From an optimization exercise on the open Yosys and OpenROAD flow, aimed at small area, a short achievable clock period and few clock cycles per item; shortcuts taken in it are not production practice.
Function was checked by simulation only, so behaviour that the tests miss may differ from the original.

==> flow/design.v <==
`default_nettype none
module multiply_stage #(parameter data_width = 16, parameter n_blocks = 256, parameter full_width = 2 * data_width + 8, parameter n_channels = 16)
	(
		input wire clk,
		input wire reset,
		input wire enable,
		input  wire in_valid,
		output wire in_ready,
		output reg out_valid,
		input wire out_ready,
		input wire [$clog2(n_blocks) - 1 : 0] block_in,
		output reg [$clog2(n_blocks) - 1 : 0] block_out,
		input wire [4:0] shift_in,
		output reg [4:0] shift_out,
		input wire shift_disable_in,
		output reg shift_disable_out,
		input wire signedness_in,
		output reg signedness_out,
		input wire saturate_disable_in,
		output reg saturate_disable_out,
		input wire signed [	data_width - 1 : 0] arg_a_in,
		input wire signed [	data_width - 1 : 0] arg_b_in,
		output reg signed [full_width - 1 : 0] product_out,
		input wire signed [data_width - 1 : 0] arg_c_in,
		output reg signed [data_width - 1 : 0] arg_c_out,
		input wire [ch_addr_w - 1 : 0] dest_in,
		output reg [ch_addr_w - 1 : 0] dest_out,
		input wire [4 - 1 : 0] commit_id_in,
		output reg [4 - 1 : 0] commit_id_out,
		input wire commit_flag_in,
		output reg commit_flag_out
	);
	localparam ch_addr_w = $clog2(n_channels);
	assign in_ready = ~out_valid | out_ready;
	wire take_in  = in_ready & in_valid;
	wire take_out = out_valid & out_ready;
	wire signed [full_width - 1 : 0] product_signed   = $signed(arg_a_in)   * $signed(arg_b_in);
	wire 	    [full_width - 1 : 0] product_unsigned = $unsigned(arg_a_in) * $unsigned(arg_b_in);
	always @(posedge clk) begin
		out_valid <= out_valid;
		block_out <= block_out;
		shift_out <= shift_out;
		shift_disable_out <= shift_disable_out;
		signedness_out <= signedness_out;
		saturate_disable_out <= saturate_disable_out;
		product_out <= product_out;
		arg_c_out <= arg_c_out;
		dest_out <= dest_out;
		commit_id_out <= commit_id_out;
		commit_flag_out <= commit_flag_out;
		if (reset) begin
			out_valid 	<= 0;
		end else if (enable) begin
			if (take_in) begin
				out_valid <= 1;
				block_out <= block_in;
				shift_out 			 <= shift_in;
				shift_disable_out 	 <= shift_disable_in;
				saturate_disable_out <= saturate_disable_in;
				signedness_out 		 <= signedness_in;
				product_out 		 <= signedness_in ? product_signed : product_unsigned;
				arg_c_out 			 <= arg_c_in;
				dest_out 			 <= dest_in;
				commit_id_out		 <= commit_id_in;
				commit_flag_out 	 <= commit_flag_in;
			end else if (take_out) begin
				out_valid <= 0;
			end
		end
	end
endmodule
module shift_stage_1 #(parameter data_width = 16, parameter n_blocks = 256, parameter full_width = 2 * data_width + 8, parameter n_channels = 16, parameter bit shift_type = 0)
	(
		input wire clk,
		input wire reset,
		input wire enable,
		input  wire in_valid,
		output wire in_ready,
		output reg out_valid,
		input wire out_ready,
		input wire [$clog2(n_blocks) - 1 : 0] block_in,
		output reg [$clog2(n_blocks) - 1 : 0] block_out,
		input wire [4:0] shift_in,
		output reg [4:0] shift_out,
		input wire shift_disable_in,
		output reg shift_disable_out,
		input wire signedness_in,
		output reg signedness_out,
		input wire saturate_disable_in,
		output reg saturate_disable_out,
		input wire signed [full_width - 1 : 0] product_in,
		output reg signed [full_width - 1 : 0] product_out,
		output reg rounding_bit,
		input wire signed [data_width - 1 : 0] arg_c_in,
		output reg signed [data_width - 1 : 0] arg_c_out,
		input wire [ch_addr_w - 1 : 0] dest_in,
		output reg [ch_addr_w - 1 : 0] dest_out,
		input wire [4 - 1 : 0] commit_id_in,
		output reg [4 - 1 : 0] commit_id_out,
		input wire commit_flag_in,
		output reg commit_flag_out
	);
	localparam ch_addr_w = $clog2(n_channels);
	assign in_ready = ~out_valid | out_ready;
	wire take_in  = in_ready & in_valid;
	wire take_out = out_valid & out_ready;
	wire signed [full_width - 1 : 0] sh1;
	wire signed [full_width - 1 : 0] sh2;
	generate
		if (shift_type == 1) begin
			assign sh1 = shift_in[3] ? (product_in << 8) : product_in;
			assign sh2 = shift_in[2] ? (sh1 << 4) : sh1;
		end else begin
			assign sh1 = shift_in[3] ? (product_in >>> 8) : product_in;
			assign sh2 = shift_in[2] ? (sh1 >>> 4) : sh1;
		end
	endgenerate
	always @(posedge clk) begin
		if (reset) begin
			out_valid 	<= 0;
			block_out 			 <= 0;
			shift_out 			 <= 0;
			shift_disable_out 	 <= 0;
			signedness_out 		 <= 0;
			saturate_disable_out <= 0;
			product_out 		 <= 0;
			rounding_bit 		 <= 0;
			arg_c_out 			 <= 0;
			dest_out 			 <= 0;
			commit_id_out 		 <= 0;
			commit_flag_out 	 <= 0;
		end else if (enable) begin
			if (take_in) begin
				out_valid <= 1;
				block_out <= block_in;
				saturate_disable_out 	<= saturate_disable_in;
				signedness_out 			<= signedness_in;
				rounding_bit <= (shift_in == 0) ? 0 : (product_in[shift_in - 1] & ~shift_disable_in);
				if (shift_in > 15) 		   product_out <= 0;
				else if (shift_disable_in) product_out <= product_in;
				else 					   product_out <= sh2;
				shift_disable_out <= shift_disable_in;
				shift_out <= shift_in;
				arg_c_out 		<= arg_c_in;
				dest_out 		<= dest_in;
				commit_id_out	<= commit_id_in;
				commit_flag_out <= commit_flag_in;
			end else if (take_out) begin
				out_valid <= 0;
			end
		end
	end
endmodule
module shift_stage_2 #(parameter data_width = 16, parameter n_blocks = 256, parameter full_width = 2 * data_width + 8, parameter n_channels = 16, parameter bit shift_type = 0)
	(
		input wire clk,
		input wire reset,
		input wire enable,
		input  wire in_valid,
		output wire in_ready,
		output reg out_valid,
		input wire out_ready,
		input wire [$clog2(n_blocks) - 1 : 0] block_in,
		output reg [$clog2(n_blocks) - 1 : 0] block_out,
		input wire [4:0] shift_in,
		input wire shift_disable_in,
		input wire signedness_in,
		output reg signedness_out,
		input wire saturate_disable_in,
		output reg saturate_disable_out,
		input wire signed [full_width - 1 : 0] product_in,
		output reg signed [full_width - 1 : 0] product_out,
		input wire rounding_bit,
		input wire signed [data_width - 1 : 0] arg_c_in,
		output reg signed [data_width - 1 : 0] arg_c_out,
		input wire [ch_addr_w - 1 : 0] dest_in,
		output reg [ch_addr_w - 1 : 0] dest_out,
		input wire [4 - 1 : 0] commit_id_in,
		output reg [4 - 1 : 0] commit_id_out,
		input wire commit_flag_in,
		output reg commit_flag_out
	);
	localparam ch_addr_w = $clog2(n_channels);
	assign in_ready = ~out_valid | out_ready;
	wire take_in  = in_ready & in_valid;
	wire take_out = out_valid & out_ready;
	wire signed [full_width - 1 : 0] sh1;
	wire signed [full_width - 1 : 0] sh2;
	generate
		if (shift_type == 1) begin
			assign sh1 = shift_in[1] ? (product_in << 2) : product_in;
			assign sh2 = shift_in[0] ? (sh1 << 1) : sh1;
		end else begin
			assign sh1 = shift_in[1] ? (product_in >>> 2) : product_in;
			assign sh2 = shift_in[0] ? (sh1 >>> 1) : sh1;
		end
	endgenerate
	always @(posedge clk) begin
		if (reset) begin
			out_valid 	<= 0;
		end else if (enable) begin
			if (take_in) begin
				out_valid <= 1;
				block_out <= block_in;
				saturate_disable_out 	<= saturate_disable_in;
				signedness_out 			<= signedness_in;
				if (shift_disable_in)
					product_out <= product_in;
				else
					product_out <= sh2 + rounding_bit;
				arg_c_out 		<= arg_c_in;
				dest_out 		<= dest_in;
				commit_id_out	<= commit_id_in;
				commit_flag_out <= commit_flag_in;
			end else if (take_out) begin
				out_valid <= 0;
			end
		end
	end
endmodule
module add_stage #(parameter data_width = 16, parameter n_blocks = 256, parameter full_width = 2 * data_width + 8, parameter n_channels = 16)
	(
		input wire clk,
		input wire reset,
		input wire enable,
		input wire [$clog2(n_blocks) - 1 : 0] block_in,
		output reg [$clog2(n_blocks) - 1 : 0] block_out,
		input  wire in_valid,
		output wire in_ready,
		output reg out_valid,
		input wire out_ready,
		input wire saturate_disable_in,
		output reg saturate_disable_out,
		input wire signedness_in,
		input wire signed [full_width - 1 : 0] product_in,
		input wire signed [data_width - 1 : 0] arg_c_in,
		output reg signed [full_width - 1 : 0] result_out,
		input wire [ch_addr_w - 1 : 0] dest_in,
		output reg [ch_addr_w - 1 : 0] dest_out,
		input wire [4 - 1 : 0] commit_id_in,
		output reg [4 - 1 : 0] commit_id_out,
		input wire commit_flag_in,
		output reg commit_flag_out
	);
	localparam ch_addr_w = $clog2(n_channels);
	assign in_ready = ~out_valid | out_ready;
	wire take_in  =  in_ready & in_valid;
	wire take_out = out_valid & out_ready;
	wire signed [full_width - 1 : 0] arg_c_ext = {{(full_width - data_width){signedness_in & arg_c_in[data_width-1]}}, arg_c_in};
	wire signed [full_width - 1 : 0] result = product_in + arg_c_ext;
	always @(posedge clk) begin
		if (reset) begin
			out_valid 	<= 0;
		end else if (enable) begin
			if (take_in) begin
				out_valid <= 1;
				block_out <= block_in;
				saturate_disable_out 	<= saturate_disable_in;
				result_out		<= result;
				dest_out 		<= dest_in;
				commit_id_out	<= commit_id_in;
				commit_flag_out <= commit_flag_in;
			end else if (take_out) begin
				out_valid <= 0;
			end
		end
	end
endmodule
module saturate_stage #(parameter data_width = 16, parameter n_blocks = 256, parameter full_width = 2 * data_width + 8, parameter n_channels = 16)
	(
		input wire clk,
		input wire reset,
		input wire enable,
		input  wire in_valid,
		output wire in_ready,
		input wire [$clog2(n_blocks) - 1 : 0] block_in,
		output reg [$clog2(n_blocks) - 1 : 0] block_out,
		input wire saturate_disable_in,
		input wire signed [full_width - 1 : 0] result_in,
		output reg signed [full_width - 1 : 0] result_out,
		input wire [ch_addr_w - 1 : 0] dest_in,
		output reg [ch_addr_w - 1 : 0] dest_out,
		output reg out_valid,
		input wire out_ready,
		input wire [4 - 1 : 0] commit_id_in,
		output reg [4 - 1 : 0] commit_id_out,
		input wire commit_flag_in,
		output reg commit_flag_out
	);
	localparam ch_addr_w = $clog2(n_channels);
	assign in_ready = ~out_valid | out_ready;
	wire take_in  =  in_ready & in_valid;
	wire take_out = out_valid & out_ready;
	localparam signed [full_width - 1 : 0] sat_max = ( 1 << (data_width - 1)) - 1;
	localparam signed [full_width - 1 : 0] sat_min = (-1 << (data_width - 1));
	wire signed [full_width - 1 : 0] result_in_sat = (result_in > sat_max) ? sat_max : ((result_in < sat_min) ? sat_min : result_in);
	always @(posedge clk) begin
		if (reset) begin
			out_valid <= 0;
			block_out <= 0;
			result_out <= 0;
			dest_out <= 0;
			out_valid <= 0;
			commit_id_out <= 0;
			commit_flag_out <= 0;
		end else if (enable) begin
			if (take_in) begin
				out_valid <= 1;
				result_out <= (saturate_disable_in) ? result_in : result_in_sat;
				dest_out 	  	<= dest_in;
				block_out 	  	<= block_in;
				commit_id_out 	<= commit_id_in;
				commit_flag_out <= commit_flag_in;
			end else if (take_out) begin
				out_valid <= 0;
			end
		end
	end
endmodule
module mac_pipeline #(parameter data_width = 16, parameter n_blocks = 256, parameter full_width = 2 * data_width + 8, parameter n_channels = 16, parameter bit shift_type = 0)
	(
		input wire clk,
		input wire reset,
		input wire enable,
		input  wire in_valid,
		output wire in_ready,
		output wire out_valid,
		input  wire out_ready,
		input  wire [$clog2(n_blocks) - 1 : 0] block_in,
		output wire [$clog2(n_blocks) - 1 : 0] block_out,
		input  wire [4:0] shift,
		input  wire shift_disable,
		input  wire signedness_in,
		output wire signedness_out,
		input  wire saturate_disable_in,
		output wire saturate_disable_out,
		input  wire signed [data_width - 1 : 0] arg_a_in,
		input  wire signed [data_width - 1 : 0] arg_b_in,
		input  wire signed [data_width - 1 : 0] arg_c_in,
		output wire signed [data_width - 1 : 0] arg_c_out,
		output wire signed [full_width - 1 : 0] result_out,
		input  wire [ch_addr_w - 1 : 0] dest_in,
		output wire [ch_addr_w - 1 : 0] dest_out,
		input  wire [4 - 1 : 0] commit_id_in,
		output wire [4 - 1 : 0] commit_id_out,
		input  wire commit_flag_in,
		output wire commit_flag_out
	);
	localparam ch_addr_w = $clog2(n_channels);
	wire out_valid_muls;
	wire [$clog2(n_blocks) - 1 : 0] block_out_muls;
	wire [4:0] shift_out_muls;
	wire shift_disable_out_muls;
	wire saturate_disable_out_muls;
	wire signedness_out_muls;
	wire accumulator_needed_out_muls;
	wire subtract_out_muls;
	wire signed [data_width - 1 : 0] arg_a_out_muls;
	wire signed [data_width - 1 : 0] arg_b_out_muls;
	wire signed [data_width - 1 : 0] arg_c_out_muls;
	wire signed [full_width - 1 : 0] product_out_muls;
	wire signed [full_width - 1 : 0] accumulator_out_muls;
	wire [ch_addr_w - 1 : 0] dest_out_muls;
	wire writes_accumulator_out_muls;
	wire [4 - 1 : 0] commit_id_out_muls;
	wire commit_flag_out_muls;
	multiply_stage #(.data_width(data_width), .n_blocks(n_blocks), .full_width(full_width), .n_channels(n_channels)) multiply_stage
		(
			.clk(clk),
			.reset(reset),
			.enable(enable),
			.in_valid(in_valid),
			.in_ready(in_ready),
			.out_valid(out_valid_muls),
			.out_ready(in_ready_sh1),
			.block_in(block_in),
			.block_out(block_out_muls),
			.shift_in(shift),
			.shift_out(shift_out_muls),
			.shift_disable_in(shift_disable),
			.shift_disable_out(shift_disable_out_muls),
			.signedness_in(signedness_in),
			.signedness_out(signedness_out_muls),
			.saturate_disable_in(saturate_disable_in),
			.saturate_disable_out(saturate_disable_out_muls),
			.arg_a_in(arg_a_in),
			.arg_b_in(arg_b_in),
			.arg_c_in(arg_c_in),
			.product_out(product_out_muls),
			.arg_c_out(arg_c_out_muls),
			.dest_in(dest_in),
			.dest_out(dest_out_muls),
			.commit_id_in(commit_id_in),
			.commit_id_out(commit_id_out_muls),
			.commit_flag_in(commit_flag_in),
			.commit_flag_out(commit_flag_out_muls)
		);
	wire in_ready_sh1;
	wire out_valid_sh1;
	wire [$clog2(n_blocks) - 1 : 0] block_out_sh1;
	wire [4:0] shift_out_sh1;
	wire shift_disable_out_sh1;
	wire saturate_disable_out_sh1;
	wire signedness_out_sh1;
	wire accumulator_needed_out_sh1;
	wire subtract_out_sh1;
	wire signed [data_width - 1 : 0] arg_a_out_sh1;
	wire signed [data_width - 1 : 0] arg_b_out_sh1;
	wire signed [data_width - 1 : 0] arg_c_out_sh1;
	wire signed [full_width - 1 : 0] result_out_sh1;
	wire signed [full_width - 1 : 0] accumulator_out_sh1;
	wire [ch_addr_w - 1 : 0] dest_out_sh1;
	wire writes_accumulator_out_sh1;
	wire [4 - 1 : 0] commit_id_out_sh1;
	wire commit_flag_out_sh1;
	wire rounding_bit;
	shift_stage_1 #(.data_width(data_width), .n_blocks(n_blocks), .full_width(full_width), .shift_type(shift_type)) shift_1
		(
			.clk(clk),
			.reset(reset),
			.enable(enable),
			.in_valid(out_valid_muls),
			.in_ready(in_ready_sh1),
			.out_valid(out_valid_sh1),
			.out_ready(in_ready_sh2),
			.block_in(block_out_muls),
			.block_out(block_out_sh1),
			.shift_in(shift_out_muls),
			.shift_out(shift_out_sh1),
			.shift_disable_in(shift_disable_out_muls),
			.shift_disable_out(shift_disable_out_sh1),
			.saturate_disable_in(saturate_disable_out_muls),
			.saturate_disable_out(saturate_disable_out_sh1),
			.signedness_in(signedness_out_muls),
			.signedness_out(signedness_out_sh1),
			.product_in(product_out_muls),
			.product_out(result_out_sh1),
			.rounding_bit(rounding_bit),
			.arg_c_in(arg_c_out_muls),
			.arg_c_out(arg_c_out_sh1),
			.dest_in(dest_out_muls),
			.dest_out(dest_out_sh1),
			.commit_id_in(commit_id_out_muls),
			.commit_id_out(commit_id_out_sh1),
			.commit_flag_in(commit_flag_out_muls),
			.commit_flag_out(commit_flag_out_sh1)
		);
	wire in_ready_sh2;
	shift_stage_2 #(.data_width(data_width), .n_blocks(n_blocks), .full_width(full_width), .shift_type(shift_type)) shift_2
		(
			.clk(clk),
			.reset(reset),
			.enable(enable),
			.in_valid(out_valid_sh1),
			.in_ready(in_ready_sh2),
			.out_valid(out_valid),
			.out_ready(out_ready),
			.block_in(block_out_sh1),
			.block_out(block_out),
			.shift_in(shift_out_sh1),
			.shift_disable_in(shift_disable_out_sh1),
			.saturate_disable_in(saturate_disable_out_sh1),
			.saturate_disable_out(saturate_disable_out),
			.signedness_in(signedness_out_sh1),
			.signedness_out(signedness_out),
			.product_in(result_out_sh1),
			.product_out(result_out),
			.rounding_bit(rounding_bit),
			.arg_c_in(arg_c_out_sh1),
			.arg_c_out(arg_c_out),
			.dest_in(dest_out_sh1),
			.dest_out(dest_out),
			.commit_id_in(commit_id_out_sh1),
			.commit_id_out(commit_id_out),
			.commit_flag_in(commit_flag_out_sh1),
			.commit_flag_out(commit_flag_out)
		);
endmodule
module madd_pipeline #(parameter data_width = 16, parameter n_blocks = 256, parameter full_width = 2 * data_width + 8, parameter n_channels = 16)
	(
		input wire clk,
		input wire reset,
		input wire enable,
		input  wire in_valid,
		output wire in_ready,
		output wire out_valid,
		input  wire out_ready,
		input  wire [$clog2(n_blocks) - 1 : 0] block_in,
		output wire [$clog2(n_blocks) - 1 : 0] block_out,
		input wire [4:0] shift,
		input wire shift_disable,
		input wire signedness,
		input wire saturate_disable,
		input wire signed [data_width - 1 : 0] arg_a_in,
		input wire signed [data_width - 1 : 0] arg_b_in,
		input wire signed [data_width - 1 : 0] arg_c_in,
		output wire signed [full_width - 1 : 0] result_out,
		input  wire [ch_addr_w - 1 : 0] dest_in,
		output wire [ch_addr_w - 1 : 0] dest_out,
		input  wire [4 - 1 : 0] commit_id_in,
		output wire [4 - 1 : 0] commit_id_out,
		input wire commit_flag_in,
		output wire commit_flag_out
	);
	localparam ch_addr_w = $clog2(n_channels);
	wire [$clog2(n_blocks) - 1 : 0] block_out_mac;
	wire in_ready_mac;
	wire out_valid_mac;
	wire signedness_out_mac;
	wire saturate_disable_out_mac;
	wire signed [data_width - 1 : 0] arg_c_out_mac;
	wire signed [full_width - 1 : 0] accumulator_out_mac;
	wire signed [full_width - 1 : 0] result_out_mac;
	wire [4 - 1 : 0] commit_id_out_mac;
	wire [ch_addr_w - 1 : 0] dest_out_mac;
	wire commit_flag_out_mac;
	mac_pipeline #(.data_width(data_width), .n_blocks(n_blocks), .full_width(full_width), .n_channels(n_channels)) madd_main
	(
		.clk(clk),
		.reset(reset),
		.enable(enable),
		.in_valid(in_valid),
		.in_ready(in_ready),
		.out_valid(out_valid_mac),
		.out_ready(in_ready_add),
		.block_in(block_in),
		.block_out(block_out_mac),
		.shift(data_width - shift - 1),
		.shift_disable(shift_disable),
		.signedness_in(signedness),
		.signedness_out(signedness_out_mac),
		.saturate_disable_in(saturate_disable),
		.saturate_disable_out(saturate_disable_out_mac),
		.arg_a_in(arg_a_in),
		.arg_b_in(arg_b_in),
		.arg_c_in(arg_c_in),
		.arg_c_out(arg_c_out_mac),
		.result_out(result_out_mac),
		.dest_in(dest_in),
		.dest_out(dest_out_mac),
		.commit_id_in(commit_id_in),
		.commit_id_out(commit_id_out_mac),
		.commit_flag_in(commit_flag_in),
		.commit_flag_out(commit_flag_out_mac)
	);
	wire [$clog2(n_blocks) - 1 : 0] block_out_add;
	wire saturate_disable_out_add;
	wire in_ready_add;
	wire out_valid_add;
	wire [full_width - 1 : 0] result_out_add;
	wire [ch_addr_w - 1 : 0] dest_out_add;
	wire [4 - 1 : 0] commit_id_out_add;
	wire commit_flag_out_add;
	add_stage #(.data_width(data_width), .n_blocks(n_blocks), .full_width(full_width), .n_channels(n_channels)) add_stage
		(
			.clk(clk),
			.reset(reset),
			.enable(enable),
			.in_valid(out_valid_mac),
			.in_ready(in_ready_add),
			.out_valid(out_valid_add),
			.out_ready(in_ready_sats),
			.block_in(block_out_mac),
			.block_out(block_out_add),
			.signedness_in(signedness_out_mac),
			.saturate_disable_in(saturate_disable_out_mac),
			.saturate_disable_out(saturate_disable_out_add),
			.product_in(result_out_mac),
			.arg_c_in(arg_c_out_mac),
			.dest_in(dest_out_mac),
			.dest_out(dest_out_add),
			.result_out(result_out_add),
			.commit_id_in(commit_id_out_mac),
			.commit_id_out(commit_id_out_add),
			.commit_flag_in(commit_flag_out_mac),
			.commit_flag_out(commit_flag_out_add)
		);
	wire in_ready_sats;
	saturate_stage #(.data_width(data_width), .n_blocks(n_blocks), .full_width(full_width), .n_channels(n_channels)) saturate_stage
		(
			.clk(clk),
			.reset(reset),
			.enable(enable),
			.in_valid(out_valid_add),
			.in_ready(in_ready_sats),
			.out_valid(out_valid),
			.out_ready(out_ready),
			.block_in(block_out_add),
			.block_out(block_out),
			.saturate_disable_in(saturate_disable_out_add),
			.dest_in(dest_out_add),
			.dest_out(dest_out),
			.result_in(result_out_add),
			.result_out(result_out),
			.commit_id_in(commit_id_out_add),
			.commit_id_out(commit_id_out),
			.commit_flag_in(commit_flag_out_add),
			.commit_flag_out(commit_flag_out)
		);
endmodule
`default_nettype wire
==> flow/run.sh <==
#!/bin/bash
# synth_recipe.tcl (not shown) runs the flow's synth.tcl, then flattens the netlist and writes it again
# the make line also repeats each setting of config.mk as NAME=value (left out here)
make -C /OpenROAD-flow-scripts/flow DESIGN_CONFIG=/design/flow/config.mk WORK_HOME=/design/flow/orfs CLKGATE_MAP_FILE= SYNTH_SCRIPT=/design/flow/synth_recipe.tcl finish
==> flow/config.mk <==
export PLATFORM = sky130hd
export DESIGN_NAME = madd_pipeline
export DESIGN_NICKNAME = madd_pipeline
export VERILOG_FILES = /design/flow/design.v
export SDC_FILE = /design/flow/constraint.sdc
export NUM_CORES = 4
export LEC_CHECK = 0
export CAP_MARGIN = 20
export CORE_MARGIN = 2
export CORE_UTILIZATION = 40
export SLEW_MARGIN = 20
==> flow/constraint.sdc <==
create_clock -name core_clock -period 7.5 [get_ports {clk}]
set_input_delay 1.5000 -clock core_clock [delete_from_list [all_inputs] [get_ports {clk}]]
set_output_delay 1.5000 -clock core_clock [all_outputs]
set_load 0.01 [all_outputs]
==> parameters.txt <==
Parameter                              Value

Outcome
  Outcome  no timing/DRC/antenna violations

STA
  Final hold violations    0
  Final sum of negative setup slack    0 ns
  Final setup vio count    0
  Worst Hold Slack    0.4141 ns
  Final count of pins violating max slew    0
  Max transition margin    27.54%
  Slew of the pin with the lowest slew margin    1.086 ns
  Post-Route Skew    0.01900 ns
  Peak clock frequency supported by timing    136.4 MHz
  Final Cycle Share    97.76%
  Final critical-path required period    7.332 ns

Run
  Reported max-cap violation count    0

Floorplanning
  Number of I/O pins    137
  Die width    283.5 um
  Standard-cell rows    102
  Height of the chip    283.5 um
  Initial core utilization    40.40%
  Floorplan core area    77,340 um^2
  Die Outline Area    80,370 um^2

Clock network
  # clock sinks    343
  Total CTS buffers    36
  Hold-fix buffers, CTS    0
  Cell at the root of the clock tree    clkbuf_16
  Postcts setup bufs    0
  CTS clk-pin slew, worst paths    0.06 ns
  Maximum buffer depth of the clock tree    3
  Insertion delay to the later sink of the worst-skew pair    0.53 ns
  TritonCTS clock tree    yes
  H-tree lvl count    2

Final layout
  Number of standard cells in the final layout excluding fillers    4,583
  Layout area overhead    17.15%
  Layout cell share with drive strength beyond 1    10.81%
  Fillcell total    7,419
  Number of nets at the end of the flow    4,157
  Final instance area    36,610 um^2

Worst setup path
  Most used cell, CP    fa_1
  Worst Path Class, Setup    in2reg
  Worst EP arrival    7.58 ns
  Peak fanout along the critical path    7
  Kind of start point of the critical path    input pin
  Critical path endpoint category    register
  R2R setup slack    3.52 ns
  Worst Reg2Reg Path Length in Cells    11
  Worst Path Required    7.75 ns
  Critical path's largest stage delay    0.57 ns
  Critical path, cell by cell    clkdlybuf4s50_1 > buf_12 > and2_1 > fa_1 > inv_1 > fa_1 > fa_1 > inv_1 > fa_1 > fa_1 > inv_1 > fa_1 > inv_1 > ha_1 > a22o_1 > or4_1 > a21oi_2 > o21ai_2 > and4_1 > a211oi_1 > buf_4 > xor2_1 > o221ai_1
  Critical-path top delay cell    fa_1

Routing
  Detailed route wirelength on metal3    2200 um
  Detailed-routing iteration count for the pre-antenna-repair pass    8
  Vias after detailed routing    22,570
  Met1 WL    33,770 um
  Routed wire length    72,020 um
  DRC violations left    0
  DR top layer    met4
  Mean routed wirelength per cell    15.72 um
  Number of design-rule violations left by the first detailed-router iteration    1,198
  Routed via count divided by cell count    4.925
  Post-detailed-route count of antenna-violating nets    0
  Amount of wire on met2 after detailed routing    34,670 um

Synth
  Synth top area cells    fa_1 24%, edfxtp_1 20%, dfxtp_1 8.7%
  Mapped Avg Cell Area    9.669 um^2
  Post-synthesis cell count    3,232
  Prevailing post-synth register cell    edfxtp_1
  Most numerous cell in the Yosys netlist    inv_1
  Sequential cell area fraction in the yosys report    28.60%
  Share of the synthesized area in the top cell type    23.51%
  Synthesis Warnings    6
  Yosys cell types    79
  Cell Area, Synth    31,250 um^2
  Cell accounting for the most synthesized area    fa_1
  Register bit count reported by yosys    343
  Proportion of synthesized flip-flops having asynchronous set or reset    0%
  Top cells by count, synth    502 x inv_1, 411 x nand2_1, 367 x fa_1
  Number of synthesized flops with an enable pin    207
  Net count after synthesis    3,874

GRT
  Global-route usage over all layers    18.00%
  Number of global-route vias before repair    23,330
  Initial antenna violation count    1
  Wire length of the first global-routing pass    120,300 um
  Total overflow reported by the global router    0
  Pin count of the biggest net entering global routing    80

Place
  Number of I/O port buffers    136
  Cell Count Post-Placement    4,516
  Half-perimeter wire length after placement    58,540 um
  Standard cell area after detailed placement    35,370 um^2
  Placer Congestion    0.8483

Hold path
  Class of the most critical hold timing path    reg2reg
  WHS Path Cells    0
==> final timing paths <==
| check | startpoint | end |
|---|---|---|
| worst min-delay path | madd_main.shift_2.commit_flag_out | add_stage.commit_flag_out |
| worst min register to register | madd_main.shift_2.commit_flag_out | add_stage.commit_flag_out |
| worst max-delay path | arg_a_in[13] | madd_main.multiply_stage.product_out[29] |
| worst max register to register | madd_main.shift_2.arg_c_out[15] | add_stage.result_out[38] |
==> area by class of cell <==
type	count	area, um^2	area share [%]
inverters	503	1888	5.157
well taps	1040	1301	3.554
flip-flops and latches	343	8941	24.42
clock buffers	54	1030	2.813
diodes	1	2.502	0.006835
multi-input cells	2249	19990	54.61
clock inverters	11	78.83	0.2153
repair buffers	382	3374	9.218
==> worst max-delay path, delay by kind of cell <==
kind	cells	cell delay, ns
xor+xnor	1	0.17
simple gates	3	0.82
buf+inv	7	1.00
fa+ha+maj	7	3.33
compound gates	5	0.77
==> routing by layer <==
metal  vias to the layer above  track usage (%)
li1                      11230                -
met1                     10880            24.23
met2                       378            31.35
met3                        82            1.817
met4                         0            4.021
met5                         -                0
==> cell usage in the layout (no fill, tap or decap), types with 6 or more instances in the layout <==
cell type	Yosys	routed
and3_1	15	12
a21o_1	40	40
clkbuf_1	122	12
mux2_2	7	7
mux2i_1	52	52
nand2_1	411	410
inv_1	502	502
dfxtp_1	136	134
o21ai_0	131	126
fa_1	367	366
and2_1	119	119
nand2b_1	32	32
or3_1	6	6
buf_12	3	12
a21oi_1	251	245
nand4_1	24	24
o221ai_1	22	21
a21oi_2	1	6
clkdlybuf4s50_1	0	132
a211oi_1	20	19
mux4_2	30	30
nor4_1	12	12
o21a_1	7	7
a31oi_1	9	8
nor3_1	47	47
clkbuf_16	0	38
ha_1	197	194
nor2b_1	8	7
buf_4	1	232
edfxtp_1	207	207
nor2_1	170	166
xnor2_1	80	80
nand3_1	30	28
xor2_1	44	44
o211ai_1	15	15
o21bai_1	14	14
==> repair_timing <==
item                                    4_1_cts  5_1_grt
pin swaps                                     0        8
gates cloned                                  0        0
endpoints found under the hold margin         0        0
endpoints found under the setup margin        2       12
resized for setup                             2       26
==> registers in the layout (all words and copies together), names as in the netlist, 4 cells and up <==
| name | cells |
|---|---|
| add_stage.block_out | 8 |
| add_stage.commit_id_out | 4 |
| add_stage.dest_out | 4 |
| add_stage.result_out | 40 |
| madd_main.multiply_stage.arg_c_out | 16 |
| madd_main.multiply_stage.block_out | 8 |
| madd_main.multiply_stage.commit_id_out | 4 |
| madd_main.multiply_stage.dest_out | 4 |
| madd_main.multiply_stage.product_out | 33 |
| madd_main.multiply_stage.shift_out | 5 |
| madd_main.shift_1.arg_c_out | 16 |
| madd_main.shift_1.block_out | 8 |
| madd_main.shift_1.commit_id_out | 4 |
| madd_main.shift_1.dest_out | 4 |
| madd_main.shift_1.product_out | 35 |
| madd_main.shift_2.arg_c_out | 16 |
| madd_main.shift_2.block_out | 8 |
| madd_main.shift_2.commit_id_out | 4 |
| madd_main.shift_2.dest_out | 4 |
| madd_main.shift_2.product_out | 40 |
| saturate_stage.block_out | 8 |
| saturate_stage.commit_id_out | 4 |
| saturate_stage.dest_out | 4 |
| saturate_stage.result_out | 40 |
==> metrics by stage <==
| step | setup WS [ns] | util [%] |
|---|---|---|
| after global routing | -0.01906 | 47.34 |
| after global placement | -0.5261 | 45.73 |
| after floorplan | 0.04198 | - |
| final | 0.1683 | 47.34 |
| after detailed placement | -0.6310 | 45.73 |
| after CTS | 0.04908 | 47.16 |
==> cells by family after synthesis <==
group	after synthesis	synth area share (%)
adder cells (fa/ha/maj)	564	31.40
buffers and inverters	640	7.892
flip-flops	343	28.60
multiplexers	95	4.549
XOR/XNOR	124	3.475
AND/OR/NAND/NOR	902	13.37
AO/OA/AOI/OAI	564	10.71
Testbench counts, summed over its fixed seeds: cycles 24,040, items 24,000.

==> separate check: timing with driven ports <==
How much do the figures lean on ideal ports? The routed layout below was timed once more, with nothing changed but the port constraints. Step 1, drivers: a clkbuf_16 drives clk and a buf_2 each remaining input, both assumed. Step 2 moves the port delays by t, midway between the first and last clock arrival at a register: inputs arrive t later, outputs are due t later. That takes back most of the time a late clock gives input paths. a / b / c = ideal / step 1 / step 2; a / b = the first two.
shift t [ns]: 0.573
setup WS [ns]: 0.168 / 0.195 / -0.378
worst setup path at the end: input to register
Met with ideal ports but missed after step 2: setup timing in this run. The setup slack of this run moves by +0.027 ns with the drivers and by -0.546 ns with both steps.
